This design comes from an exercise in tuning for small area and a short achievable clock period on the open sky130 flow, not from production work.
Function was not checked in any run shown here: the RTL went through the layout flow alone.
No activity file was given, so power comes from the tool's default toggle rates.

===== flow/design.v =====
`timescale 1ns / 1ps
module c_xor2 (input a, input b, output y); assign y = a ^ b; endmodule
module c_nor2 (input a, input b, output y); assign y = ~(a | b); endmodule
module c_nand2 (input a, input b, output y); assign y = ~(a & b); endmodule
module c_inv (input a, output y); assign y = ~a; endmodule
module c_xnor2 (input a, input b, output y); assign y = ~(a ^ b); endmodule
module c_a21oi (input a1, input a2, input b1, output y); assign y = ~((a1 & a2) | b1); endmodule
module c_o21ai (input a1, input a2, input b1, output y); assign y = ~((a1 | a2) & b1); endmodule
module c_a22oi (input a1, input a2, input b1, input b2, output y);
    assign y = ~((a1 & a2) | (b1 & b2));
endmodule
module c_a221oi (input a1, input a2, input b1, input b2, input c1, output y);
    assign y = ~((a1 & a2) | (b1 & b2) | c1);
endmodule
module c_a222oi (input a1, input a2, input b1, input b2, input c1, input c2, output y);
    assign y = ~((a1 & a2) | (b1 & b2) | (c1 & c2));
endmodule
module c_a211oi (input a1, input a2, input b1, input c1, output y);
    assign y = ~((a1 & a2) | b1 | c1);
endmodule
module c_or2 (input a, input b, output y); assign y = a | b; endmodule
module c_nor3 (input a, input b, input c, output y); assign y = ~(a | b | c); endmodule
module c_mux4 (input a0, input a1, input a2, input a3, input s0, input s1, output y);
    assign y = s1 ? (s0 ? a3 : a2) : (s0 ? a1 : a0);
endmodule
module c_ao4 (input a0, input a1, input a2, input a3,
              input s0, input s1, input s2, input s3, output y);
    assign y = (a0 & s0) | (a1 & s1) | (a2 & s2) | (a3 & s3);
endmodule
module c_ao3 (input a0, input a1, input a2, input s0, input s1, input s2, output y);
    assign y = (a0 & s0) | (a1 & s1) | (a2 & s2);
endmodule
module c_ao2 (input a0, input a1, input s0, input s1, output y);
    assign y = (a0 & s0) | (a1 & s1);
endmodule
module ALM10_SOA_win(
    input  [15:0] x,
    output [1:0]  g,
    output [10:1] w,
    output        xz
    );
    wire sg = x[15];
    wire [14:0] a;
    genvar i;
    generate for (i = 0; i < 15; i = i + 1) begin : abs
        c_xor2 u(.a(x[i]), .b(sg), .y(a[i]));
    end endgenerate
    wire n2, n1, z0;
    wire [5:0] o;
    c_nor2 uo0(.a(a[11]), .b(a[10]), .y(o[0]));
    c_nor2 uo1(.a(a[9]),  .b(a[8]),  .y(o[1]));
    c_nor2 uo2(.a(a[7]),  .b(a[6]),  .y(o[2]));
    c_nor2 uo3(.a(a[5]),  .b(a[4]),  .y(o[3]));
    c_nor2 uo4(.a(a[13]), .b(a[12]), .y(o[4]));
    c_nor2 uo5(.a(a[3]),  .b(a[2]),  .y(o[5]));
    c_nand2 un2(.a(o[0]), .b(o[1]), .y(n2));
    c_nand2 un1(.a(o[2]), .b(o[3]), .y(n1));
    wire a14n;
    c_inv un3a(.a(a[14]), .y(a14n));
    c_nor3 uz0(.a(a[1]), .b(a[0]), .c(~o[5]), .y(z0));
    wire s3, s2, s1, s0;
    c_nand2 us3(.a(o[4]), .b(a14n), .y(s3));
    c_a21oi us2(.a1(o[0]), .a2(o[1]), .b1(s3), .y(s2));
    c_a211oi us1(.a1(o[2]), .a2(o[3]), .b1(s3), .c1(n2), .y(s1));
    c_nor3 us0(.a(s3), .b(n2), .c(n1), .y(s0));
    c_or2 ug1(.a(s3), .b(n2), .y(g[1]));
    c_or2 ug0(.a(s3), .b(s1), .y(g[0]));
    assign xz = ~sg & s0 & z0;
    c_ao3 uw10(.a0(a[11]), .a1(a[7]), .a2(a[3]), .s0(s2), .s1(s1), .s2(s0), .y(w[10]));
    c_ao4 uw9 (.a0(a[14]), .a1(a[10]), .a2(a[6]), .a3(a[2]), .s0(s3), .s1(s2), .s2(s1), .s3(s0), .y(w[9]));
    c_ao4 uw8 (.a0(a[13]), .a1(a[9]),  .a2(a[5]), .a3(a[1]), .s0(s3), .s1(s2), .s2(s1), .s3(s0), .y(w[8]));
    c_ao4 uw7 (.a0(a[12]), .a1(a[8]),  .a2(a[4]), .a3(a[0]), .s0(s3), .s1(s2), .s2(s1), .s3(s0), .y(w[7]));
    c_ao3 uw6 (.a0(a[11]), .a1(a[7]), .a2(a[3]), .s0(s3), .s1(s2), .s2(s1), .y(w[6]));
    c_ao3 uw5 (.a0(a[10]), .a1(a[6]), .a2(a[2]), .s0(s3), .s1(s2), .s2(s1), .y(w[5]));
    c_ao3 uw4 (.a0(a[9]),  .a1(a[5]), .a2(a[1]), .s0(s3), .s1(s2), .s2(s1), .y(w[4]));
    c_ao3 uw3 (.a0(a[8]),  .a1(a[4]), .a2(a[0]), .s0(s3), .s1(s2), .s2(s1), .y(w[3]));
    c_ao2 uw2 (.a0(a[7]), .a1(a[3]), .s0(s3), .s1(s2), .y(w[2]));
    c_ao2 uw1 (.a0(a[6]), .a1(a[2]), .s0(s3), .s1(s2), .y(w[1]));
endmodule
module ALM10_SOA_norm(
    input  [1:0]  g,
    input  [10:1] w,
    output [3:0]  k,
    output [5:0]  f
    );
    wire [1:0] p;
    assign p[1] = w[10] | w[9];
    assign p[0] = w[10] | (~w[9] & w[8]);
    assign k = {g, p};
    wire [3:0] ph;                       
    ALM10_SOA_oh4 uo(.w(w[10:8]), .ph(ph));
    genvar i;
    generate for (i = 0; i < 6; i = i + 1) begin : fr
        c_ao4 u(.a0(w[1+i]), .a1(w[2+i]), .a2(w[3+i]), .a3(w[4+i]),
                .s0(ph[0]), .s1(ph[1]), .s2(ph[2]), .s3(ph[3]), .y(f[i]));
    end endgenerate
endmodule
module ALM10_SOA_oh4(input [10:8] w, output [3:0] ph);
    assign ph[3] = w[10];
    assign ph[2] = ~w[10] & w[9];
    assign ph[1] = ~w[10] & ~w[9] & w[8];
    assign ph[0] = ~w[10] & ~w[9] & ~w[8];
endmodule
module ALM10_SOA_add(
    input  [8:0] lx,
    input  [8:0] ly,
    input        fx0,
    input        fy0,
    output [9:0] s
    );
    wire g0_0;
    c_nand2 u1(.a(fx0), .b(fy0), .y(g0_0));
    wire g0_1;
    c_nand2 u2(.a(lx[0]), .b(ly[0]), .y(g0_1));
    wire t0_1;
    c_nor2 u3(.a(lx[0]), .b(ly[0]), .y(t0_1));
    wire p_1;
    c_xor2 u4(.a(lx[0]), .b(ly[0]), .y(p_1));
    wire g0_2;
    c_nand2 u5(.a(lx[1]), .b(ly[1]), .y(g0_2));
    wire t0_2;
    c_nor2 u6(.a(lx[1]), .b(ly[1]), .y(t0_2));
    wire p_2;
    c_xor2 u7(.a(lx[1]), .b(ly[1]), .y(p_2));
    wire g0_3;
    c_nand2 u8(.a(lx[2]), .b(ly[2]), .y(g0_3));
    wire t0_3;
    c_nor2 u9(.a(lx[2]), .b(ly[2]), .y(t0_3));
    wire p_3;
    c_xor2 u10(.a(lx[2]), .b(ly[2]), .y(p_3));
    wire g0_4;
    c_nand2 u11(.a(lx[3]), .b(ly[3]), .y(g0_4));
    wire t0_4;
    c_nor2 u12(.a(lx[3]), .b(ly[3]), .y(t0_4));
    wire p_4;
    c_xor2 u13(.a(lx[3]), .b(ly[3]), .y(p_4));
    wire g0_5;
    c_nand2 u14(.a(lx[4]), .b(ly[4]), .y(g0_5));
    wire t0_5;
    c_nor2 u15(.a(lx[4]), .b(ly[4]), .y(t0_5));
    wire p_5;
    c_xor2 u16(.a(lx[4]), .b(ly[4]), .y(p_5));
    wire g0_6;
    c_nand2 u17(.a(lx[5]), .b(ly[5]), .y(g0_6));
    wire t0_6;
    c_nor2 u18(.a(lx[5]), .b(ly[5]), .y(t0_6));
    wire p_6;
    c_xor2 u19(.a(lx[5]), .b(ly[5]), .y(p_6));
    wire g0_7;
    c_nand2 u20(.a(lx[6]), .b(ly[6]), .y(g0_7));
    wire t0_7;
    c_nor2 u21(.a(lx[6]), .b(ly[6]), .y(t0_7));
    wire p_7;
    c_xor2 u22(.a(lx[6]), .b(ly[6]), .y(p_7));
    wire g0_8;
    c_nand2 u23(.a(lx[7]), .b(ly[7]), .y(g0_8));
    wire t0_8;
    c_nor2 u24(.a(lx[7]), .b(ly[7]), .y(t0_8));
    wire p_8;
    c_xor2 u25(.a(lx[7]), .b(ly[7]), .y(p_8));
    wire g0_9;
    c_nand2 u26(.a(lx[8]), .b(ly[8]), .y(g0_9));
    wire t0_9;
    c_nor2 u27(.a(lx[8]), .b(ly[8]), .y(t0_9));
    wire p_9;
    c_xor2 u28(.a(lx[8]), .b(ly[8]), .y(p_9));
    wire g1_1;
    c_o21ai u29(.a1(t0_1), .a2(g0_0), .b1(g0_1), .y(g1_1));
    wire g1_3;
    c_o21ai u30(.a1(t0_3), .a2(g0_2), .b1(g0_3), .y(g1_3));
    wire t1_3;
    c_nor2 u31(.a(t0_3), .b(t0_2), .y(t1_3));
    wire g1_5;
    c_o21ai u32(.a1(t0_5), .a2(g0_4), .b1(g0_5), .y(g1_5));
    wire t1_5;
    c_nor2 u33(.a(t0_5), .b(t0_4), .y(t1_5));
    wire g1_7;
    c_o21ai u34(.a1(t0_7), .a2(g0_6), .b1(g0_7), .y(g1_7));
    wire t1_7;
    c_nor2 u35(.a(t0_7), .b(t0_6), .y(t1_7));
    wire g1_9;
    c_o21ai u36(.a1(t0_9), .a2(g0_8), .b1(g0_9), .y(g1_9));
    wire t1_9;
    c_nor2 u37(.a(t0_9), .b(t0_8), .y(t1_9));
    wire g1_1_i;
    c_inv u38(.a(g1_1), .y(g1_1_i));
    wire g2_2;
    c_o21ai u39(.a1(t0_2), .a2(g1_1_i), .b1(g0_2), .y(g2_2));
    wire g2_3;
    c_a21oi u40(.a1(t1_3), .a2(g1_1), .b1(g1_3), .y(g2_3));
    wire g1_5_i;
    c_inv u41(.a(g1_5), .y(g1_5_i));
    wire g2_6;
    c_o21ai u42(.a1(t0_6), .a2(g1_5_i), .b1(g0_6), .y(g2_6));
    wire t1_5_i;
    c_inv u43(.a(t1_5), .y(t1_5_i));
    wire t2_6;
    c_nor2 u44(.a(t0_6), .b(t1_5_i), .y(t2_6));
    wire g2_7;
    c_a21oi u45(.a1(t1_7), .a2(g1_5), .b1(g1_7), .y(g2_7));
    wire t2_7;
    c_nand2 u46(.a(t1_7), .b(t1_5), .y(t2_7));
    wire g3_4;
    c_o21ai u47(.a1(t0_4), .a2(g2_3), .b1(g0_4), .y(g3_4));
    wire g2_3_i;
    c_inv u48(.a(g2_3), .y(g2_3_i));
    wire g3_5;
    c_a21oi u49(.a1(t1_5), .a2(g2_3_i), .b1(g1_5), .y(g3_5));
    wire g3_6;
    c_a21oi u50(.a1(t2_6), .a2(g2_3_i), .b1(g2_6), .y(g3_6));
    wire g3_7;
    c_o21ai u51(.a1(t2_7), .a2(g2_3), .b1(g2_7), .y(g3_7));
    wire g3_7_i;
    c_inv u52(.a(g3_7), .y(g3_7_i));
    wire g4_8;
    c_o21ai u53(.a1(t0_8), .a2(g3_7_i), .b1(g0_8), .y(g4_8));
    wire g4_9;
    c_a21oi u54(.a1(t1_9), .a2(g3_7), .b1(g1_9), .y(g4_9));
    c_xnor2 u55(.a(p_1), .b(g0_0), .y(s[0]));
    c_xor2 u56(.a(p_2), .b(g1_1), .y(s[1]));
    c_xor2 u57(.a(p_3), .b(g2_2), .y(s[2]));
    c_xnor2 u58(.a(p_4), .b(g2_3), .y(s[3]));
    c_xor2 u59(.a(p_5), .b(g3_4), .y(s[4]));
    c_xnor2 u60(.a(p_6), .b(g3_5), .y(s[5]));
    c_xnor2 u61(.a(p_7), .b(g3_6), .y(s[6]));
    c_xor2 u62(.a(p_8), .b(g3_7), .y(s[7]));
    c_xor2 u63(.a(p_9), .b(g4_8), .y(s[8]));
    wire g4_9_i;
    c_inv u64(.a(g4_9), .y(g4_9_i));
    assign s[9] = g4_9_i;
endmodule
module ALM10_SOA_dec8(input [2:0] a, input en, output [7:0] h);
    wire [2:0] an;
    c_inv ui0(.a(a[0]), .y(an[0]));
    c_inv ui1(.a(a[1]), .y(an[1]));
    c_inv ui2(.a(a[2]), .y(an[2]));
    wire [3:0] pn;
    wire [1:0] qn;
    c_nand2 up0(.a(an[1]), .b(an[0]), .y(pn[0]));
    c_nand2 up1(.a(an[1]), .b(a[0]),  .y(pn[1]));
    c_nand2 up2(.a(a[1]),  .b(an[0]), .y(pn[2]));
    c_nand2 up3(.a(a[1]),  .b(a[0]),  .y(pn[3]));
    c_nand2 uq0(.a(en), .b(an[2]), .y(qn[0]));
    c_nand2 uq1(.a(en), .b(a[2]),  .y(qn[1]));
    genvar i;
    generate for (i = 0; i < 8; i = i + 1) begin : o
        c_nor2 u(.a(pn[i % 4]), .b(qn[i / 4]), .y(h[i]));
    end endgenerate
endmodule
module ALM10_SOA_fine(
    input [1:0] b,
    input [4:0] t,
    output g00, g10, g20, g30,
    output g01, g11, g21, g31,
    output g32, g14, g24, g34
    );
    assign g00 = b == 2'd0 ? 1'b1 : b == 2'd1 ? t[4] : b == 2'd2 ? t[3] : t[2];
    assign g10 = b == 2'd0 ? 1'b0 : b == 2'd1 ? 1'b1 : b == 2'd2 ? t[4] : t[3];
    assign g20 = b == 2'd3 ? t[4] : (b == 2'd2);
    assign g30 = b == 2'd3;
    assign g01 = b == 2'd0 ? t[1] : b == 2'd1 ? t[0] : 1'b1;
    assign g11 = b == 2'd0 ? t[2] : b == 2'd1 ? t[1] : b == 2'd2 ? t[0] : 1'b1;
    assign g21 = b == 2'd0 ? t[3] : b == 2'd1 ? t[2] : b == 2'd2 ? t[1] : t[0];
    assign g31 = b == 2'd0 ? t[4] : b == 2'd1 ? t[3] : b == 2'd2 ? t[2] : t[1];
    assign g32 = b == 2'd0 ? t[0] : 1'b1;
    assign g14 = b == 2'd0;
    assign g24 = ~b[1];
    assign g34 = ~(b[1] & b[0]);
endmodule
module ALM10_SOA_expand(
    input  [9:0]  s,
    input         sgn,
    input         nz,
    output [7:0]  h,
    output [11:0] g,
    output        sn
    );
    ALM10_SOA_dec8 ud(.a(s[9:7]), .en(nz), .h(h));
    ALM10_SOA_fine uf(.b(s[6:5]), .t(s[4:0]),
        .g00(g[0]), .g10(g[1]), .g20(g[2]), .g30(g[3]),
        .g01(g[4]), .g11(g[5]), .g21(g[6]), .g31(g[7]),
        .g32(g[8]), .g14(g[9]), .g24(g[10]), .g34(g[11]));
    assign sn = sgn & nz;
endmodule
module ALM10_SOA_out(
    input  [7:0]  h,
    input  [11:0] g,
    input         sn,
    output [31:0] p
    );
    wire g00 = g[0], g10 = g[1], g20 = g[2], g30 = g[3];
    wire g01 = g[4], g11 = g[5], g21 = g[6], g31 = g[7];
    wire g32 = g[8], g14 = g[9], g24 = g[10], g34 = g[11];
    wire hpn0;
    c_nor2 u1(.a(h[2]), .b(h[3]), .y(hpn0));
    wire hp0;
    c_inv u2(.a(hpn0), .y(hp0));
    wire on0;
    c_a221oi u3(.a1(h[0]), .a2(g00), .b1(h[1]), .b2(g01), .c1(hp0), .y(on0));
    c_xnor2 u4(.a(on0), .b(sn), .y(p[0]));
    wire oa1;
    c_a22oi u5(.a1(h[0]), .a2(g10), .b1(h[1]), .b2(g11), .y(oa1));
    wire ob1;
    c_a21oi u6(.a1(h[4]), .a2(g14), .b1(hp0), .y(ob1));
    wire o1;
    c_nand2 u7(.a(oa1), .b(ob1), .y(o1));
    c_xor2 u8(.a(o1), .b(sn), .y(p[1]));
    wire oa2;
    c_a22oi u9(.a1(h[0]), .a2(g20), .b1(h[1]), .b2(g21), .y(oa2));
    wire ob2;
    c_a21oi u10(.a1(h[4]), .a2(g24), .b1(hp0), .y(ob2));
    wire o2;
    c_nand2 u11(.a(oa2), .b(ob2), .y(o2));
    c_xor2 u12(.a(o2), .b(sn), .y(p[2]));
    wire oa3;
    c_a22oi u13(.a1(h[0]), .a2(g30), .b1(h[1]), .b2(g31), .y(oa3));
    wire ob3;
    c_a221oi u14(.a1(h[2]), .a2(g32), .b1(h[4]), .b2(g34), .c1(h[3]), .y(ob3));
    wire o3;
    c_nand2 u15(.a(oa3), .b(ob3), .y(o3));
    c_xor2 u16(.a(o3), .b(sn), .y(p[3]));
    wire hpn1;
    c_nor2 u17(.a(h[3]), .b(h[4]), .y(hpn1));
    wire hp1;
    c_inv u18(.a(hpn1), .y(hp1));
    wire on4;
    c_a221oi u19(.a1(h[1]), .a2(g00), .b1(h[2]), .b2(g01), .c1(hp1), .y(on4));
    c_xnor2 u20(.a(on4), .b(sn), .y(p[4]));
    wire oa5;
    c_a22oi u21(.a1(h[1]), .a2(g10), .b1(h[2]), .b2(g11), .y(oa5));
    wire ob5;
    c_a21oi u22(.a1(h[5]), .a2(g14), .b1(hp1), .y(ob5));
    wire o5;
    c_nand2 u23(.a(oa5), .b(ob5), .y(o5));
    c_xor2 u24(.a(o5), .b(sn), .y(p[5]));
    wire oa6;
    c_a22oi u25(.a1(h[1]), .a2(g20), .b1(h[2]), .b2(g21), .y(oa6));
    wire ob6;
    c_a21oi u26(.a1(h[5]), .a2(g24), .b1(hp1), .y(ob6));
    wire o6;
    c_nand2 u27(.a(oa6), .b(ob6), .y(o6));
    c_xor2 u28(.a(o6), .b(sn), .y(p[6]));
    wire oa7;
    c_a22oi u29(.a1(h[1]), .a2(g30), .b1(h[2]), .b2(g31), .y(oa7));
    wire ob7;
    c_a221oi u30(.a1(h[3]), .a2(g32), .b1(h[5]), .b2(g34), .c1(h[4]), .y(ob7));
    wire o7;
    c_nand2 u31(.a(oa7), .b(ob7), .y(o7));
    c_xor2 u32(.a(o7), .b(sn), .y(p[7]));
    wire hpn2;
    c_nor2 u33(.a(h[4]), .b(h[5]), .y(hpn2));
    wire hp2;
    c_inv u34(.a(hpn2), .y(hp2));
    wire on8;
    c_a221oi u35(.a1(h[2]), .a2(g00), .b1(h[3]), .b2(g01), .c1(hp2), .y(on8));
    c_xnor2 u36(.a(on8), .b(sn), .y(p[8]));
    wire oa9;
    c_a22oi u37(.a1(h[2]), .a2(g10), .b1(h[3]), .b2(g11), .y(oa9));
    wire ob9;
    c_a21oi u38(.a1(h[6]), .a2(g14), .b1(hp2), .y(ob9));
    wire o9;
    c_nand2 u39(.a(oa9), .b(ob9), .y(o9));
    c_xor2 u40(.a(o9), .b(sn), .y(p[9]));
    wire oa10;
    c_a22oi u41(.a1(h[2]), .a2(g20), .b1(h[3]), .b2(g21), .y(oa10));
    wire ob10;
    c_a21oi u42(.a1(h[6]), .a2(g24), .b1(hp2), .y(ob10));
    wire o10;
    c_nand2 u43(.a(oa10), .b(ob10), .y(o10));
    c_xor2 u44(.a(o10), .b(sn), .y(p[10]));
    wire oa11;
    c_a22oi u45(.a1(h[2]), .a2(g30), .b1(h[3]), .b2(g31), .y(oa11));
    wire ob11;
    c_a221oi u46(.a1(h[4]), .a2(g32), .b1(h[6]), .b2(g34), .c1(h[5]), .y(ob11));
    wire o11;
    c_nand2 u47(.a(oa11), .b(ob11), .y(o11));
    c_xor2 u48(.a(o11), .b(sn), .y(p[11]));
    wire hpn3;
    c_nor2 u49(.a(h[5]), .b(h[6]), .y(hpn3));
    wire hp3;
    c_inv u50(.a(hpn3), .y(hp3));
    wire on12;
    c_a221oi u51(.a1(h[3]), .a2(g00), .b1(h[4]), .b2(g01), .c1(hp3), .y(on12));
    c_xnor2 u52(.a(on12), .b(sn), .y(p[12]));
    wire oa13;
    c_a22oi u53(.a1(h[3]), .a2(g10), .b1(h[4]), .b2(g11), .y(oa13));
    wire ob13;
    c_a21oi u54(.a1(h[7]), .a2(g14), .b1(hp3), .y(ob13));
    wire o13;
    c_nand2 u55(.a(oa13), .b(ob13), .y(o13));
    c_xor2 u56(.a(o13), .b(sn), .y(p[13]));
    wire oa14;
    c_a22oi u57(.a1(h[3]), .a2(g20), .b1(h[4]), .b2(g21), .y(oa14));
    wire ob14;
    c_a21oi u58(.a1(h[7]), .a2(g24), .b1(hp3), .y(ob14));
    wire o14;
    c_nand2 u59(.a(oa14), .b(ob14), .y(o14));
    c_xor2 u60(.a(o14), .b(sn), .y(p[14]));
    wire oa15;
    c_a22oi u61(.a1(h[3]), .a2(g30), .b1(h[4]), .b2(g31), .y(oa15));
    wire ob15;
    c_a221oi u62(.a1(h[5]), .a2(g32), .b1(h[7]), .b2(g34), .c1(h[6]), .y(ob15));
    wire o15;
    c_nand2 u63(.a(oa15), .b(ob15), .y(o15));
    c_xor2 u64(.a(o15), .b(sn), .y(p[15]));
    wire hpn4;
    c_nor2 u65(.a(h[6]), .b(h[7]), .y(hpn4));
    wire hp4;
    c_inv u66(.a(hpn4), .y(hp4));
    wire on16;
    c_a221oi u67(.a1(h[4]), .a2(g00), .b1(h[5]), .b2(g01), .c1(hp4), .y(on16));
    c_xnor2 u68(.a(on16), .b(sn), .y(p[16]));
    wire on17;
    c_a221oi u69(.a1(h[4]), .a2(g10), .b1(h[5]), .b2(g11), .c1(hp4), .y(on17));
    c_xnor2 u70(.a(on17), .b(sn), .y(p[17]));
    wire on18;
    c_a221oi u71(.a1(h[4]), .a2(g20), .b1(h[5]), .b2(g21), .c1(hp4), .y(on18));
    c_xnor2 u72(.a(on18), .b(sn), .y(p[18]));
    wire oa19;
    c_a22oi u73(.a1(h[4]), .a2(g30), .b1(h[5]), .b2(g31), .y(oa19));
    wire ob19;
    c_a21oi u74(.a1(h[6]), .a2(g32), .b1(h[7]), .y(ob19));
    wire o19;
    c_nand2 u75(.a(oa19), .b(ob19), .y(o19));
    c_xor2 u76(.a(o19), .b(sn), .y(p[19]));
    wire on20;
    c_a221oi u77(.a1(h[5]), .a2(g00), .b1(h[6]), .b2(g01), .c1(h[7]), .y(on20));
    c_xnor2 u78(.a(on20), .b(sn), .y(p[20]));
    wire on21;
    c_a221oi u79(.a1(h[5]), .a2(g10), .b1(h[6]), .b2(g11), .c1(h[7]), .y(on21));
    c_xnor2 u80(.a(on21), .b(sn), .y(p[21]));
    wire on22;
    c_a221oi u81(.a1(h[5]), .a2(g20), .b1(h[6]), .b2(g21), .c1(h[7]), .y(on22));
    c_xnor2 u82(.a(on22), .b(sn), .y(p[22]));
    wire oa23;
    c_a22oi u83(.a1(h[5]), .a2(g30), .b1(h[6]), .b2(g31), .y(oa23));
    wire ob23;
    c_nand2 u84(.a(h[7]), .b(g32), .y(ob23));
    wire o23;
    c_nand2 u85(.a(oa23), .b(ob23), .y(o23));
    c_xor2 u86(.a(o23), .b(sn), .y(p[23]));
    wire on24;
    c_a22oi u87(.a1(h[6]), .a2(g00), .b1(h[7]), .b2(g01), .y(on24));
    c_xnor2 u88(.a(on24), .b(sn), .y(p[24]));
    wire on25;
    c_a22oi u89(.a1(h[6]), .a2(g10), .b1(h[7]), .b2(g11), .y(on25));
    c_xnor2 u90(.a(on25), .b(sn), .y(p[25]));
    wire on26;
    c_a22oi u91(.a1(h[6]), .a2(g20), .b1(h[7]), .b2(g21), .y(on26));
    c_xnor2 u92(.a(on26), .b(sn), .y(p[26]));
    wire on27;
    c_a22oi u93(.a1(h[6]), .a2(g30), .b1(h[7]), .b2(g31), .y(on27));
    c_xnor2 u94(.a(on27), .b(sn), .y(p[27]));
    wire on28;
    c_nand2 u95(.a(h[7]), .b(g00), .y(on28));
    c_xnor2 u96(.a(on28), .b(sn), .y(p[28]));
    wire on29;
    c_nand2 u97(.a(h[7]), .b(g10), .y(on29));
    c_xnor2 u98(.a(on29), .b(sn), .y(p[29]));
    wire on30;
    c_nand2 u99(.a(h[7]), .b(g20), .y(on30));
    c_xnor2 u100(.a(on30), .b(sn), .y(p[30]));
    wire on31;
    c_nand2 u101(.a(h[7]), .b(g30), .y(on31));
    c_xnor2 u102(.a(on31), .b(sn), .y(p[31]));
endmodule
module ALM10_SOA_mid(
    input  [1:0]  gx,
    input  [10:1] wx,
    input  [1:0]  gy,
    input  [10:1] wy,
    input         sgn,
    input         nz,
    output [7:0]  h,
    output [11:0] g,
    output        sn
    );
    wire [3:0] kx, ky;
    wire [5:0] fx, fy;
    ALM10_SOA_norm nx(.g(gx), .w(wx), .k(kx), .f(fx));
    ALM10_SOA_norm ny(.g(gy), .w(wy), .k(ky), .f(fy));
    wire [9:0] s;
    ALM10_SOA_add ad(.lx({kx, fx[5:1]}), .ly({ky, fy[5:1]}), .fx0(fx[0]), .fy0(fy[0]), .s(s));
    ALM10_SOA_expand ex(.s(s), .sgn(sgn), .nz(nz), .h(h), .g(g), .sn(sn));
endmodule
module ALM10_SOA(
    input [15:0] x,
    input [15:0] y,
    output [31:0] p
    );
    wire [1:0] gx, gy;
    wire [10:1] wx, wy;
    wire xz, yz;
    ALM10_SOA_win ux(.x(x), .g(gx), .w(wx), .xz(xz));
    ALM10_SOA_win uy(.x(y), .g(gy), .w(wy), .xz(yz));
    wire [7:0] h;
    wire [11:0] g;
    wire sn;
    ALM10_SOA_mid um(.gx(gx), .wx(wx), .gy(gy), .wy(wy), .sgn(x[15] ^ y[15]), .nz(~(xz | yz)),
                     .h(h), .g(g), .sn(sn));
    ALM10_SOA_out uo(.h(h), .g(g), .sn(sn), .p(p));
endmodule
`timescale 1ns / 10ps
module mult_top(
    input clk,
    input  [15:0] x,
    input  [15:0] y,
    output [31:0] p_out
    );
    wire [1:0] gx, gy;
    wire [10:1] wx, wy;
    wire xz, yz;
    reg  [1:0] gx1, gy1;
    reg  [10:1] wx1, wy1;
    reg  sgn1, nz1;
    ALM10_SOA_win ux(.x(x), .g(gx), .w(wx), .xz(xz));
    ALM10_SOA_win uy(.x(y), .g(gy), .w(wy), .xz(yz));
    wire [7:0] h;
    wire [11:0] g;
    wire sn;
    reg  [7:0] h2;
    reg  [11:0] g2;
    reg  sn2;
    ALM10_SOA_mid um(.gx(gx1), .wx(wx1), .gy(gy1), .wy(wy1), .sgn(sgn1), .nz(nz1),
                     .h(h), .g(g), .sn(sn));
    always @(posedge clk) begin
        gx1 <= gx;  wx1 <= wx;  gy1 <= gy;  wy1 <= wy;
        sgn1 <= x[15] ^ y[15];  nz1 <= ~(xz | yz);
        h2 <= h;    g2 <= g;    sn2 <= sn;
    end
    ALM10_SOA_out uo(.h(h2), .g(g2), .sn(sn2), .p(p_out));
endmodule

===== flow/flow/run.sh =====
#!/bin/bash
# The standard layout, with plain buffers (not delay cells) on the ports.
set -euo pipefail
bash standard.sh BUFFER_PORTS_ARGS="-buffer_cell sky130_fd_sc_hd__buf_1" ABC_LOAD_IN_FF=1 finish > flow_make.log 2>&1

===== flow/standard.sh =====
#!/bin/bash
# synth_recipe.tcl (not shown) runs the flow's synth.tcl, then flattens the netlist and writes it again
# the make line also repeats each setting of config.mk as NAME=value (left out here)
make -C /OpenROAD-flow-scripts/flow DESIGN_CONFIG=/design/flow/config.mk WORK_HOME=/design/flow/orfs CLKGATE_MAP_FILE= SYNTH_SCRIPT=/design/flow/synth_recipe.tcl "${@:-finish}"

===== flow/config.mk =====
export PLATFORM = sky130hd
export DESIGN_NAME = mult_top
export DESIGN_NICKNAME = mult_top
export VERILOG_FILES = /design/flow/design.v
export SDC_FILE = /design/flow/constraint.sdc
export NUM_CORES = 4
export LEC_CHECK = 0
export CAP_MARGIN = 20
export CORE_MARGIN = 2
export CORE_UTILIZATION = 40
export SETUP_SLACK_MARGIN = 4.2
export SLEW_MARGIN = 20
export SYNTH_HIERARCHICAL = 1

===== flow/constraint.sdc =====
create_clock -name core_clock -period 7.0 [get_ports {clk}]
set_input_delay 1.4000 -clock core_clock [delete_from_list [all_inputs] [get_ports {clk}]]
set_output_delay 1.4000 -clock core_clock [all_outputs]
set_load 0.01 [all_outputs]

==> notes.md, run 1 <==
* Via-to-Cell Ratio at roughly 5.3
* Total Wirelength at 8190 um
* Max-cap violations at 0
* Placed cell area at 3586 um2
* Pwr dens at 364.9 nW/um2
* Async SR Flop Fraction at 0%
* Final WS setup at 4.154 ns
* Synth area leaders: dfxtp_1 (29%), xor2_1 (16%), a22oi_1 (12%)
* Row cnt at 33
* Worst r2r path cells at 13
* WP depth at 4
* Worst-Margin Slew at 0.4196 ns
* Vias at about 3300
* Clock Path Buffers at 2
* Die width at 94.67 um
* Starting density of the core at 40.63%
* Full die area at 8961 um2
* Most frequent cells in the layout: nand2_1 (60), xor2_1 (55), a22oi_1 (45)
* CTS tree: done
* CORE AREA at ~8100 um2
* Antenna-violating nets left at 0
* Main flop type after synthesis: dfxtp_1
* Psw at about 0.71 mW
* Largest area contributor in the netlist: dfxtp_1
* Largest net degree at the start of global routing at 33
* CP Data Required Time at 5.60 ns
* Die height at 94.67 um
* Clk Latency, worst-skew pair at 0.30 ns
* Setup crit start kind: register
* Status: finished clean
* Pwr Total at 1.574 mW
* Critical-path cell list: buf_2, a221oi_2, xnor2_1, clkbuf_2
* Crit path launch: h2[2]
* Worst slack at placement at 3.063 ns
* RSZ-0062 raised after global routing: yes
* Syn avg cell area at 7.848 um2
* Final slew viol count at 0
* Most common cell after layout, fill and taps aside: nand2_1
* Worst path max stage delay at 0.38 ns
* Antenna violations before repair at 0
* Hold crit path type: register to register
* Share of the synthesized area in the top cell type at 28.61%
* Number of synthesized flops with an enable pin at 0
* Synthesized area at between 3000 and 4000 um2
* Netlist cell types at 24
* End point of the critical path: p_out[4]
* Max Clock Freq at 351.3 MHz
* Mapped Nets at 452
* Crit Reg-Reg Endpoint: g2[8]
* Reg clk slew, reported paths at 0.08 ns
* Crit Path Category: register to output pin
* DR WL/cell at 13.25 um
* Slowest stage cell, crit path: dfxtp_4
* ANT cells at 0
* IO Pins at 65
* 1st-pass router iterations at 7
* First-pass GRT wire length at 12290 um
* Slew headroom at 72.03%
* DRT iter0 DRCs at 169
* DRC at 0
* R2R Setup Slk at 4.42 ns
* Share of cells above drive strength 1 at 25.15%
* Peak VDD IR at 0.0001255 V
* Yosys reg bits at between 40 and 50
* # clock sinks at 47
* Final Hold Fails at 0
* Skew final at about 0.0050 ns
* GRT overflow at 0
* Number of port buffers at 64
* Cell area after layout at between 4000 and 5000 um2
* Top delay family on crit path: flip-flops
* Int Pwr at 0.8615 mW
* Clock Power Share at 10.1%
* Count of buffer and inverter cells on the critical path at 2
* Sequential power share at 29.2%
* RR Startpoint: wy1[8]
* WP data arrival at between 1 and 1.5 ns
* TNS Setup at 0 ns
* Area growth, synth to finish at 31.20%
* Sw frac at 45.28%
* GRT Total Usage at 16.71%
* CP Max Fanout at 6
* # fillers at 789
* Number of global-route vias before repair at ~2800
* Nets@finish at 545
* Synth warnings at 7
* Register area share after synthesis at 28.61%
* Count of final setup violators at 0
* Crit path time final at around 2.8 ns
* Combinational share of power at 60.7%
* Final period util at 40.66%
* Hpwl dp at around 5500 um
* H-tree Lvls at 2
* CTS buffer count at 5
* Mapped Cells at around 420
* Lkg Pwr at slightly below 2 nW
* Crit end category: output pin
* Root buf cell: clkbuf_8
* RePlAce Congestion at 0.8553
-- worst min path at each step --
stage          slack [ns]  cells past startpoint  end  start
6_report             0.48                      1  sn2   sgn1
5_1_grt              0.48                      1  sn2   sgn1
4_1_cts              0.48                      1  sn2   sgn1
3_5_place_dp         0.46                      1  sn2   sgn1
3_3_place_gp         0.47                      1  sn2   sgn1
2_1_floorplan        0.41                      1  sn2   sgn1
-- cell usage after synthesis, types with 4 or more instances --
cell type,instances
nand2_1,62
nor2_1,41
dfxtp_1,47
or2_0,6
nor3b_1,4
a222oi_1,10
a22o_1,4
a22oi_1,54
xor2_1,59
inv_1,34
o21ai_1,10
mux2i_1,6
xnor2_1,22
a221oi_1,14
buf_4,7
a21oi_1,21
nor3_1,6
-- modules after synthesis (local to each module, per instance), excerpt --
| module | area, um2 | cells | copies in the design |
|---|---|---|---|
| c_ao4 | 18.77 | 3 | 18 |
| c_o21ai | 5.005 | 1 | 10 |
| c_a211oi | 7.507 | 1 | 2 |
| c_xor2 | 8.758 | 1 | 58 |
| c_xnor2 | 8.758 | 1 | 22 |
| ALM10_SOA_oh4 | 26.28 | 4 | 2 |
| c_nor3 | 5.005 | 1 | 4 |
| mult_top | 953.4 | 49 | 1 |
| c_ao2 | 8.758 | 1 | 4 |
| c_inv | 3.754 | 1 | 16 |
-- cells by family (layout without fill, tap and decap cells) --
group                     Yosys count  after routing  synth area share, %
muxes                               6              6                1.827
DFF                                47             47                28.61
AOI/OAI and AO/OA                 117            117                25.80
and+or+nand+nor                   125            125                16.02
buffers and inverters              43            137                6.164
xor gates and xnor gates           81             81                21.58
-- metrics by stage --
stage	hold slack [ns]	utilization, %	std cells
after global routing	0.4803	53.31	618
after floorplan	0.4125	-	419
final	0.4826	53.31	618
after global placement	0.4733	44.31	579
after detailed placement	0.4571	44.31	579
after CTS	0.4824	49.21	604
-- flip-flops by register name (all words and copies together), names as in the netlist --
signal / flops
h2: 8
wx1: 10
gy1: 2
gx1: 2
wy1: 10
sgn1: 1
sn2: 1
nz1: 1
g2: 12
-- per-layer routing --
layer / vias to the layer above / GRT usage [%] / wire length [um]
met5: - / 0 / 0
met4: 0 / 6.522 / 258
met3: 19 / 2.314 / 488
met2: 146 / 30.91 / 3983
met1: 1469 / 19.26 / 3460
li1: 1659 / - / -
-- power groups by stage --
stage	sequential (mW)	combinational, mW	clock, mW
6_report	0.460	0.955	0.159
5_1_grt	0.469	1.06	0.178
4_1_cts	0.451	0.841	0.165
3_5_place_dp	0.455	0.742	0
3_3_place_gp	0.452	0.732	0
2_1_floorplan	0.421	0.599	0
-- layout make-up --
cell class / count / area [um2] / share of cell area [%]
flip-flops and latches: 47 / 978.4 / 22.68
clock inverters: 2 / 16.27 / 0.3770
multi-input cells: 329 / 2435 / 56.44
clock buffers: 6 / 72.57 / 1.682
repair buffers: 95 / 553.0 / 12.82
well taps: 105 / 131.4 / 3.045
inverters: 34 / 127.6 / 2.958
-- what timing repair did --
action | 4_1_cts | 5_1_grt
setup buffers | 17 | 14
pin swaps | 3 | 8
endpoints found under the setup margin | 76 | 64
hold buffers | 0 | 0
gates resized for setup | 58 | 73
==> run 2: changes to the inputs <==
--- a/flow/config.mk
+++ b/flow/config.mk
@@ -9,5 +9,5 @@
 export CORE_MARGIN = 2
 export CORE_UTILIZATION = 40
-export SETUP_SLACK_MARGIN = 4.2
+export SETUP_SLACK_MARGIN = 4.4
 export SLEW_MARGIN = 20
 export SYNTH_HIERARCHICAL = 1
==> run 2 against run 1 <==
Net effect: still clean on timing, DRC and antenna; worst hold slack got worse by 0.0051 ns; cell count up 1.6%; core utilization up 3.7 points; worst setup slack worse by 0.020 ns; combinational power rose by 6%; area after synthesis unchanged; maximum frequency shrank 0.71%; largest power group unchanged.
==> notes.md, run 2 <==
* Setup crit start kind: register
* Root buf cell: clkbuf_8
* Hold crit path type: register to register
* Main flop type after synthesis: dfxtp_1
* Count of final setup violators at 0
* Max FFs per register at 12
* # clock sinks at 47
* # fillers at 750
* Number of synthesized flops with an enable pin at 0
* Status: finished clean
* Int Pwr at 0.8908 mW
* Critical-path cell list: buf_6, nor2_4, inv_2, a221oi_2, xnor2_1, buf_2
* Synth area leaders: dfxtp_1 (29%), xor2_1 (16%), a22oi_1 (12%)
* Synth warnings at 7
* Skew final at 0.004375 ns
* Placed Cells incl. Taps at 579
* Row cnt at 33
* Regs by FF count: g2: 12 flops, wx1: 10 flops, wy1: 10 flops
* Netlist cell types at 24
* Syn avg cell area at 7.848 um2
* H-tree Lvls at 2
* Final Hold Fails at 0
* Slew headroom at 70.94%
* Sw frac at a little under half
* Sequential power share at 29.0%
* First-pass GRT wire length at approximately 13000 um
* Antenna violations before repair at 0
* Psw at 0.7515 mW
* CTS buffer count at 5
* Pwr dens at between 300 and 400 nW/um2
* GRT overflow at 0
* Worst slack at placement at 3.317 ns
* Nets@finish at 555
* Most frequent cells in the layout: nand2_1 (54), xor2_1 (48), a22oi_1 (45)
* TNS Setup at 0 ns
* FF/Latch Area at 991.0 um2
* Yosys reg bits at 47
* GRT Total Usage at 17.64%
* Vias at 3391
* Async SR Flop Fraction at 0%
* Clock Path Buffers at 2
* Clock Power Share at approximately 9.7%
* Final period util at between 40 and 50%
* WP data arrival at around 1.5 ns
* Largest area contributor in the netlist: dfxtp_1
* Clk Latency, worst-skew pair at 0.30 ns
* Synthesized area at 3288 um2
* Slowest stage cell, crit path: dfxtp_4
* Total Wirelength at 8518 um
* CP Max Fanout at 5
* Crit path time final at 2.867 ns
* Crit end category: output pin
* Hpwl dp at about 5500 um
* Mapped Nets at 452
* Area growth, synth to finish at 40.33%
* Antenna-violating nets left at 0
* Die width at about 95 um
* DRC at 0
* Util after Layout at 57.02%
* CTS tree: done
* Worst path max stage delay at 0.38 ns
* CP Data Required Time at 5.60 ns
* Max-cap violations at 0
* Largest net degree at the start of global routing at 18
* Share of cells above drive strength 1 at 32.89%
* Reg clk slew, reported paths at around 0.08 ns
* Crit Path Category: register to output pin
* Number of port buffers at 64
* Full die area at 8961 um2
* Share of the synthesized area in the top cell type at 28.61%
* Area of the multi-input gates at approximately 2600 um2
* RSZ-0062 raised after global routing: yes
* Finished Layout Cells at 628
* RePlAce Congestion at between 0.8 and 0.9
* IO Pins at 65
* Final WS setup at slightly above 4 ns
* Mapped Cells at roughly 420
* Peak VDD IR at 0.0001289 V
* DR WL/cell at ~14 um
* Number of global-route vias before repair at approximately 2900
* Starting density of the core at 40.63%
* Most frequent cell after synthesis: nand2_1
* Worst-Margin Slew at 0.4359 ns
* Die height at approximately 95 um
* CORE AREA at 8093 um2
* Synth cell count leaders: nand2_1 (62), xor2_1 (59), a22oi_1 (54)
* Final slew viol count at 0
* DRT iter0 DRCs at 183
* Lkg Pwr at 2.026 nW
* ANT cells at 0
* Register area share after synthesis at 28.61%
* Via-to-Cell Ratio at approximately 5.4
* Most common cell after layout, fill and taps aside: nand2_1
* Largest reg by FF count: g2
* Combinational share of power at 61.3%
* Max Clock Freq at around 350 MHz
* 1st-pass router iterations at 5
==> run 2: cell counts after synthesis <==
Identical to the previous run, type by type.
==> run 2: worst max-delay path: cells and delay by family, from the launching register on <==
| kind | cells | cell delay (ns) |
|---|---|---|
| AND/OR/NAND/NOR | 1 | 0.09 |
| buffers and inverters | 3 | 0.32 |
| AO/OA/AOI/OAI | 1 | 0.23 |
| XOR/XNOR | 1 | 0.14 |
| flip-flops | 1 | 0.38 |
==> run 2: final timing paths <==
check,startpoint,to,slack (ns),depth (start not counted)
min reg2reg,sgn1,sn2,0.48,1
max reg2reg,wy1[9],g2[8],4.51,12
min,sgn1,sn2,0.48,1
max,h2[3],p_out[4],4.13,6
==> run 2: cells by family after synthesis <==
family,after synthesis,share of synthesized area [%]
xor gates and xnor gates,81,21.58
muxes,6,1.827
buffers and inverters,43,6.164
DFF,47,28.61
and+or+nand+nor,125,16.02
AOI/OAI and AO/OA,117,25.80
==> run 2: power groups by stage <==
stage / Sequential, mW / Combinational (mW) / Clock (mW)
floorplan: 0.421 / 0.601 / 0
global placement: 0.452 / 0.735 / 0
detailed placement: 0.454 / 0.744 / 0
CTS: 0.454 / 0.886 / 0.166
global route: 0.486 / 1.11 / 0.177
finish: 0.477 / 1.01 / 0.159
==> run 2: metrics by stage <==
step | instance area (um2) | power (mW) | hold WS [ns]
after global placement | 3603 | 1.186 | 0.4732
after global routing | 4614 | 1.776 | 0.4892
after CTS | 4136 | 1.506 | 0.4856
final | 4614 | 1.642 | 0.4775
after floorplan | 3307 | 1.022 | 0.4125
after detailed placement | 3603 | 1.198 | 0.4617
==> run 2: cell type report <==
type,count,share of cell area [%]
multi-input cells,329,56.72
flip-flops and latches,47,21.48
repair buffers,105,14.29
well taps,105,2.847
inverters,34,2.766
clock buffers,5,1.491
clock inverters,3,0.4067
==> run 2: layer usage <==
| metal | global-route usage (%) | part of all wire (%) |
|---|---|---|
| met5 | 0 | 0 |
| met4 | 4.831 | 2.2 |
| met3 | 2.474 | 6.6 |
| met2 | 32.03 | 51 |
| met1 | 21.66 | 40 |
==> run 2: repair_timing <==
action | CTS | global route
pin swaps | 5 | 23
endpoints found under the setup margin | 77 | 65
cloned | 0 | 0
setup buffers | 18 | 23
hold buffers | 0 | 0
gates resized for setup | 100 | 75
==> run 2: per-module statistics from Yosys, one instance, submodules excluded, excerpt <==
module          cell area, um2  flops+latches  times used
ALM10_SOA_add            7.507              0           1
ALM10_SOA_fine           155.1              0           1
ALM10_SOA_win            12.51              0           2
c_a22oi                  7.507              0          18
c_nand2                  3.754              0          42
c_nor2                   3.754              0          39
c_o21ai                  5.005              0          10
c_or2                    6.256              0           4
c_xnor2                  8.758              0          22
c_xor2                   8.758              0          58
mult_top                 953.4             47           1
==> run 3: changes to the inputs <==
--- a/flow/config.mk
+++ b/flow/config.mk
@@ -9,5 +9,5 @@
 export CORE_MARGIN = 2
 export CORE_UTILIZATION = 40
-export SETUP_SLACK_MARGIN = 4.4
+export SETUP_SLACK_MARGIN = 4.0
 export SLEW_MARGIN = 20
 export SYNTH_HIERARCHICAL = 1
==> run 3 against run 2 <==
Net effect: wire length down 14%; worst setup slack got worse by 0.064 ns; non-clock buffer count decreased by 37; power decreased by 14%; clock skew down 0.0017 ns; die area did not move; highest routed layer unchanged; largest power group unchanged; critical path depth is the same; core utilization is 9.1 points lower; count of clock-buffer cells in the layout grew 1; still clean; cell count down 5.7%.
==> notes.md, run 3 <==
* Hpwl dp at 5562 um
* Pwr dens at around 360 nW/um2
* Max-cap violations at 0
* CTS tree: done
* Finished Layout Cells at 592
* Max Clock Freq at approximately 340 MHz
* CTS buffer count at 5
* Worst-Margin Slew at 0.4593 ns
* Hold crit path type: register to register
* Async SR Flop Fraction at 0%
* Netlist cell types at 24
* CP Data Required Time at 5.60 ns
* Die height at ~95 um
* Pwr Total at 1.407 mW
* Synth Area in Simple Gates at 16.02%
* Final WS setup at ~4.1 ns
* Number of port buffers at between 60 and 70
* Slowest stage cell, crit path: dfxtp_1
* Clock Path Buffers at 2
* Mapped Nets at about 450
* Crit path time final at ~3 ns
* Synthesized area at approximately 3300 um2
* GRT overflow at 0
* Synth warnings at 7
* Largest reg by FF count: g2
* Crit end category: output pin
* First-pass GRT wire length at 11830 um
* Number of global-route vias before repair at 2738
* Final period util at 41.87%
* Crit Path Category: register to output pin
* RSZ-0062 raised after global routing: yes
* Reg clk slew, reported paths at 0.08 ns
* # clock sinks at 47
* Setup crit start kind: register
* Starting density of the core at 40.63%
* Full die area at 8961 um2
* Final Hold Fails at 0
* Largest net degree at the start of global routing at 33
* TNS Setup at 0 ns
* Area growth, synth to finish at 17.88%
* HP Start: sgn1
* Synth cell count leaders: nand2_1 (62), xor2_1 (59), a22oi_1 (54)
* Placed cell area at 3592 um2
* Hold path depth at 1
* Via-to-Cell Ratio at between 5 and 6
* Status: finished clean
* ANT cells at 0
* Mapped Cells at 419
* Antenna violations before repair at 0
* Root buf cell: clkbuf_8
* Util after Layout at between 40 and 50%
* RR Startpoint: wy1[8]
* Adder and majority gate portion of the synthesized area at 0%
* WP data arrival at 1.53 ns
* Total Wirelength at 7358 um
* Xor/xnor share of the synthesized area at 21.58%
* Antenna-violating nets left at 0
* IO Pins at 65
* Largest area contributor in the netlist: dfxtp_1
* Hold Slack at 0.4727 ns
* Worst r2r path cells at 12
* Lkg Pwr at 1.672 nW
* Critical-path cell list: nor2_1, inv_1, a21oi_1, nand2_1, xor2_1, buf_1
* Worst slack at placement at 3.064 ns
* Peak VDD IR at 0.0001022 V
* Synth Area in Compound Gates at 25.80%
* Register area share after synthesis at 28.61%
* Syn avg cell area at 7.848 um2
* RePlAce Congestion at 0.8784
* CP Max Fanout at 10
* GRT Total Usage at 15.97%
* Skew final at 0.002626 ns
* Row cnt at 33
* DR WL/cell at 12.43 um
* 1st-pass router iterations at 5
* Most common cell after layout, fill and taps aside: buf_1
* Count of buffer and inverter cells on the critical path at 2
* Share of the synthesized area in the top cell type at 28.61%
* H-tree Lvls at 2
* CTS Hold Bufs at 0
* Clk Latency, worst-skew pair at a little under 0.3 ns
* CORE AREA at between 8000 and 9000 um2
* Final slew viol count at 0
* Most frequent cells in the layout: buf_1 (62), nand2_1 (60), xor2_1 (59)
* Crit Reg-Reg Endpoint: g2[7]
* Synth area leaders: dfxtp_1 (29%), xor2_1 (16%), a22oi_1 (12%)
* Main flop type after synthesis: dfxtp_1
* Regs by FF count: g2: 12 flops, wx1: 10 flops, wy1: 10 flops
* Nets@finish at ~520
* Count of final setup violators at 0
* # fillers at 827
* Max FFs per register at 12
* Yosys reg bits at 47
* Post-synthesis mux area share at 1.826%
* Slew headroom at between 60 and 70%
* Largest family of logic cells by synthesized area: compound AO/OA/AOI/OAI gates
* Worst hold path endpoint: sn2
* R2R Setup Slk at 4.27 ns
* Vias at around 3100
* Top delay family on crit path: flip-flops
* DRT iter0 DRCs at 134
* Worst path max stage delay at 0.57 ns
* Share of cells above drive strength 1 at 8.830%
* Placed Cells incl. Taps at 580
* Number of synthesized flops with an enable pin at 0
* WP depth at 6
* DRC at 0
* Most frequent cell after synthesis: nand2_1
* Cell area after layout at about 3900 um2
* Die width at 94.67 um
[run 3: timing repair]
| action | 4_1_cts | 5_1_grt |
|---|---|---|
| endpoints found under the setup margin | 43 | 55 |
| gates cloned | 0 | 1 |
| resized for setup | 19 | 25 |
| buffers inserted | 0 | 3 |
| pin swaps | 0 | 3 |
[run 3: kinds of logic after synthesis]
kind of cell           count (synthesis)
AND/OR/NAND/NOR                      125
AO/OA/AOI/OAI                        117
XOR/XNOR                              81
flip-flops                            47
buffers and inverters                 43
multiplexers                           6
[run 3: how the worst max path moves through the flow]
stage / from / to / slack (ns)
finish: h2[2] / p_out[1] / 4.07
CTS: h2[6] / p_out[17] / 4.00
global placement: y[15] / wy1[8] / 3.25
detailed placement: x[15] / wx1[7] / 3.06
floorplan: sn2 / p_out[10] / 4.09
global route: h2[5] / p_out[12] / 3.92
[run 3: area by class of cell]
cell class | instances | area [um2] | share of cell area, %
Tap cell | 105 | 131.4 | 3.389
Clock inverter | 2 | 13.76 | 0.3551
Timing Repair Buffer | 68 | 272.8 | 7.037
Sequential cell | 47 | 955.9 | 24.66
Inverter | 34 | 127.6 | 3.292
Multi-Input combinational cell | 330 | 2292 | 59.13
Clock buffer | 6 | 82.58 | 2.130
[run 3: routing by layer]
layer	GRT usage [%]	wire length [um]
met1	19.30	3282
met2	29.02	3568
met3	1.915	393
met4	5.556	113
met5	0	0
[run 3: Yosys stat by module, one instance, submodules excluded, excerpt]
| module | times used | cells inside | area, um2 | flops+latches |
|---|---|---|---|---|
| ALM10_SOA_fine | 1 | 23 | 155.1 | 0 |
| c_ao4 | 18 | 3 | 18.77 | 0 |
| c_ao3 | 10 | 2 | 13.76 | 0 |
| ALM10_SOA_win | 2 | 2 | 12.51 | 0 |
| c_xnor2 | 22 | 1 | 8.758 | 0 |
| c_a221oi | 14 | 1 | 8.758 | 0 |
| ALM10_SOA_add | 1 | 1 | 7.507 | 0 |
| c_a211oi | 2 | 1 | 7.507 | 0 |
| c_o21ai | 10 | 1 | 5.005 | 0 |
[run 3: report_power, final]
part / switching (mW) / leakage, nW / internal (mW) / total, mW
Clock: 0.0864 / 0.0516 / 0.0807 / 0.167
Sequential: 0.113 / 0.395 / 0.338 / 0.451
Combinational: 0.451 / 1.23 / 0.337 / 0.788
Total: 0.651 / 1.67 / 0.756 / 1.41
==> run 4: changes to the inputs <==
--- a/flow/design.v
+++ b/flow/design.v
@@ -29,5 +29,8 @@
 endmodule
 module c_ao3 (input a0, input a1, input a2, input s0, input s1, input s2, output y);
-    assign y = (a0 & s0) | (a1 & s1) | (a2 & s2);
+    wire n01, n2;
+    c_a22oi u0(.a1(a0), .a2(s0), .b1(a1), .b2(s1), .y(n01));
+    c_nand2 u1(.a(a2), .b(s2), .y(n2));
+    c_nand2 u2(.a(n01), .b(n2), .y(y));
 endmodule
 module c_ao2 (input a0, input a1, input s0, input s1, output y);
==> run 4 against run 3 <==
Net effect: critical path depth decreased by 1; sequential share of layout area decreased by 0.25 points; combinational power decreased by 1%; largest power group unchanged; wire length increased by 0.96%; register-to-register slack got worse by 0.05 ns; still clean; clock power increased by 16%; core utilization increased by 0.74 points; power increased by 2.1%; first-iteration DRC count increased by 5.2%; global-route usage increased by 0.65 points; critical endpoint is now p_out[18]; maximum frequency decreased by 0.25%.
==> notes.md, run 4 <==
* End point of the critical path: p_out[18]
* DR WL/cell at 12.36 um
* Syn avg cell area at 7.694 um2
* Async SR Flop Fraction at 0%
* Nets@finish at 528
* Most frequent cell after synthesis: nand2_1
* Skew final at 0.006237 ns
* Root buf cell: clkbuf_8
* Lkg Pwr at between 1.5 and 2 nW
* Final period util at a little over two fifths
* Max FFs per register at 12
* IO Pins at 65
* First-pass GRT wire length at 12360 um
* Mapped Cells at ~430
* GRT Total Usage at 16.61%
* Clk Latency, worst-skew pair at about 0.30 ns
* Clock Path Buffers at 2
* Peak VDD IR at 0.0001184 V
* Number of port buffers at 64
* Regs by FF count: g2: 12 flops, wx1: 10 flops, wy1: 10 flops
* Netlist cell types at 23
* Synth warnings at 7
* Number of synthesized flops with an enable pin at 0
* DRT iter0 DRCs at around 140
* Largest net degree at the start of global routing at 33
* Hold Slack at 0.4889 ns
* Reg clk slew, reported paths at 0.09 ns
* Full die area at 8995 um2
* GRT overflow at 0
* Final slew viol count at 0
* Hold crit path type: register to register
* Starting density of the core at 40.79%
* Worst r2r path cells at 11
* Synthesized area at 3301 um2
* Area growth, synth to finish at 19.26%
* Hpwl dp at 5741 um
* # fillers at 842
* ANT cells at 0
* Pwr dens at 365.0 nW/um2
* Cell area after layout at 3936 um2
* Crit path launch: h2[7]
* Row cnt at 33
* Mapped Nets at 462
* # clock sinks at 47
* Die width at 94.84 um
* Share of cells above drive strength 1 at approximately 8.9%
* Largest reg by FF count: g2
* Slew headroom at about two thirds
* Antenna-violating nets left at 0
* RePlAce Congestion at 0.8638
* CTS Hold Bufs at 0
* Crit path time final at between 2 and 3 ns
* RR Startpoint: wx1[10]
* Max Clock Freq at 340.4 MHz
* Antenna violations before repair at 0
* Synth area leaders: dfxtp_1 (29%), xor2_1 (16%), a22oi_1 (15%)
* Final Hold Fails at 0
* H-tree Lvls at 2
* RSZ-0062 raised after global routing: yes
* TNS Setup at 0 ns
* Share of the synthesized area in the top cell type at ~29%
* Max-cap violations at 0
* Area of the multi-input gates at 2371 um2
* WP data arrival at between 1.5 and 2 ns
* Yosys reg bits at 47
* Vias at between 3000 and 4000
* Placed cell area at 3598 um2
* 1st-pass router iterations at 5
* Synth cell count leaders: nand2_1 (82), a22oi_1 (64), xor2_1 (59)
* Largest area contributor in the netlist: dfxtp_1
* Most common cell after layout, fill and taps aside: nand2_1
* DRC at 0
* CTS buffer count at 5
* Status: finished clean
* CP Max Fanout at 17
* Crit Path Category: register to output pin
* Crit Reg-Reg Endpoint: g2[7]
* Worst-Margin Slew at 0.4883 ns
* Number of global-route vias before repair at about 2800
* FF/Latch Area at 960.9 um2
* R2R Setup Slk at about 4.2 ns
* Total Wirelength at 7429 um
* Count of final setup violators at 0
* CORE AREA at 8093 um2
* Crit end category: output pin
* CTS tree: done
* Main flop type after synthesis: dfxtp_1
* Pwr Total at about 1.4 mW
* Most frequent cells in the layout: nand2_1 (80), a22oi_1 (64), buf_1 (61)
* Die height at 94.84 um
* CP Data Required Time at 5.60 ns
* Via-to-Cell Ratio at 5.221
* Setup crit start kind: register
* Register area share after synthesis at 28.51%
==> run 4: changes by cell type after synthesis <==
| cell | before | now |
|---|---|---|
| a222oi_1 | 10 | 0 |
| a22oi_1 | 54 | 64 |
| inv_1 | 34 | 24 |
| nand2_1 | 62 | 82 |
==> run 4: logic make-up after synthesis <==
kind of cell,synth area share [%]
and+or+nand+nor,18.23
xor gates and xnor gates,21.49
DFF,28.51
muxes,1.820
AOI/OAI and AO/OA,24.94
buffers and inverters,5.004
==> run 4: cell type report <==
cell class              instances  share of cell area, %
multi-input cells             350                  60.24
clock buffers                   5                  1.748
inverters                      24                  2.289
flip-flops and latches         47                  24.41
repair buffers                 67                  6.771
clock inverters                 3                  1.208
well taps                     105                  3.338
==> run 4: metrics by stage <==
step	util [%]	setup slack, ns	std cells
5_1_grt	48.64	3.940	601
3_5_place_dp	44.47	3.115	589
3_3_place_gp	44.47	3.268	589
4_1_cts	47.03	4.003	597
2_1_floorplan	-	4.087	429
6_report	48.64	4.062	601
==> run 4: worst min path at each step <==
stage / startpoint / end / slack, ns / cells past startpoint
final: sgn1 / sn2 / 0.49 / 1
after global placement: sgn1 / sn2 / 0.46 / 1
after global routing: sgn1 / sn2 / 0.54 / 1
after CTS: sgn1 / sn2 / 0.49 / 1
after detailed placement: sgn1 / sn2 / 0.46 / 1
after floorplan: sgn1 / sn2 / 0.41 / 1
==> run 4: Yosys stat by module (local to each module, per instance), a selection <==
module	cell area, um2	cells inside
c_xor2	8.758	1
c_ao2	8.758	1
ALM10_SOA_fine	155.1	23
ALM10_SOA_oh4	26.28	4
c_a211oi	7.507	1
ALM10_SOA_add	7.507	1
c_nand2	3.754	1
mult_top	953.4	49
c_a221oi	8.758	1
c_nor3	5.005	1
c_inv	3.754	1
c_xnor2	8.758	1
c_a21oi	5.005	1
c_or2	6.256	1
c_a22oi	7.507	1
==> run 4: where the power goes <==
| group | total (mW) | internal [mW] | switching (mW) | leakage (nW) |
|---|---|---|---|---|
| registers | 0.465 | 0.338 | 0.126 | 0.396 |
| logic | 0.778 | 0.329 | 0.449 | 1.22 |
| clock network | 0.194 | 0.108 | 0.0858 | 0.0587 |
==> run 4: layer usage <==
layer | track usage (%) | part of all wire [%] | wire, um | vias to the layer above
met4 | 4.831 | 0.65 | 48 | 0
met2 | 30.14 | 51 | 3793 | 105
met1 | 20.17 | 43 | 3170 | 1397
met3 | 2.554 | 5.6 | 417 | 4
met5 | 0 | 0 | 0 | -
li1 | - | - | - | 1632
==> run 4: critical path: stages, from the launching register on <==
cell and delay [ns]:
dfxtp_4 0.41, nor2_1 0.11, inv_1 0.09, a221oi_1 0.30, xnor2_1 0.16, buf_1 0.17
==> run 4: timing repair <==
| action | CTS | global route |
|---|---|---|
| cloned | 0 | 1 |
| buffers inserted | 0 | 3 |
| hold endpoints to repair | 0 | 0 |
| endpoints found under the setup margin | 48 | 58 |
| gates resized for setup | 21 | 31 |
| pin swaps | 0 | 3 |

afterwards: timing with drivers on the ports:
No port has a modelled driver above. Below, the same layouts with a new extraction and two added sets of constraints.
Step 1 (the two cells are an assumption about what drives the block):
set clk [get_ports {clk}]
set_driving_cell -lib_cell sky130_fd_sc_hd__clkbuf_16 $clk
set_driving_cell -lib_cell sky130_fd_sc_hd__buf_2 [delete_from_list [all_inputs] $clk]
Step 2 also shifts input and output timing later by t, the mid clock arrival at the registers, as if the neighbouring blocks saw the same clock.
a / b / c = no drivers / after step 1 / after step 2; a / b = the first two.
| run | shift t [ns] | setup WS [ns] | worst setup path at the end |
|---|---|---|---|
| run 1 | 0.329 | 4.154 / 4.126 / 3.993 | input to register |
| run 2 | 0.319 | 4.133 / 4.109 / 4.162 | input to register |
| run 3 | 0.320 | 4.069 / 4.042 / 3.906 | input to register |
| run 4 | 0.322 | 4.062 / 4.034 / 3.939 | input to register |
After both steps every run listed still meets setup and hold. The setup slack of run 3, which loses most, moves by -0.027 ns with the drivers and by -0.163 ns with both steps.
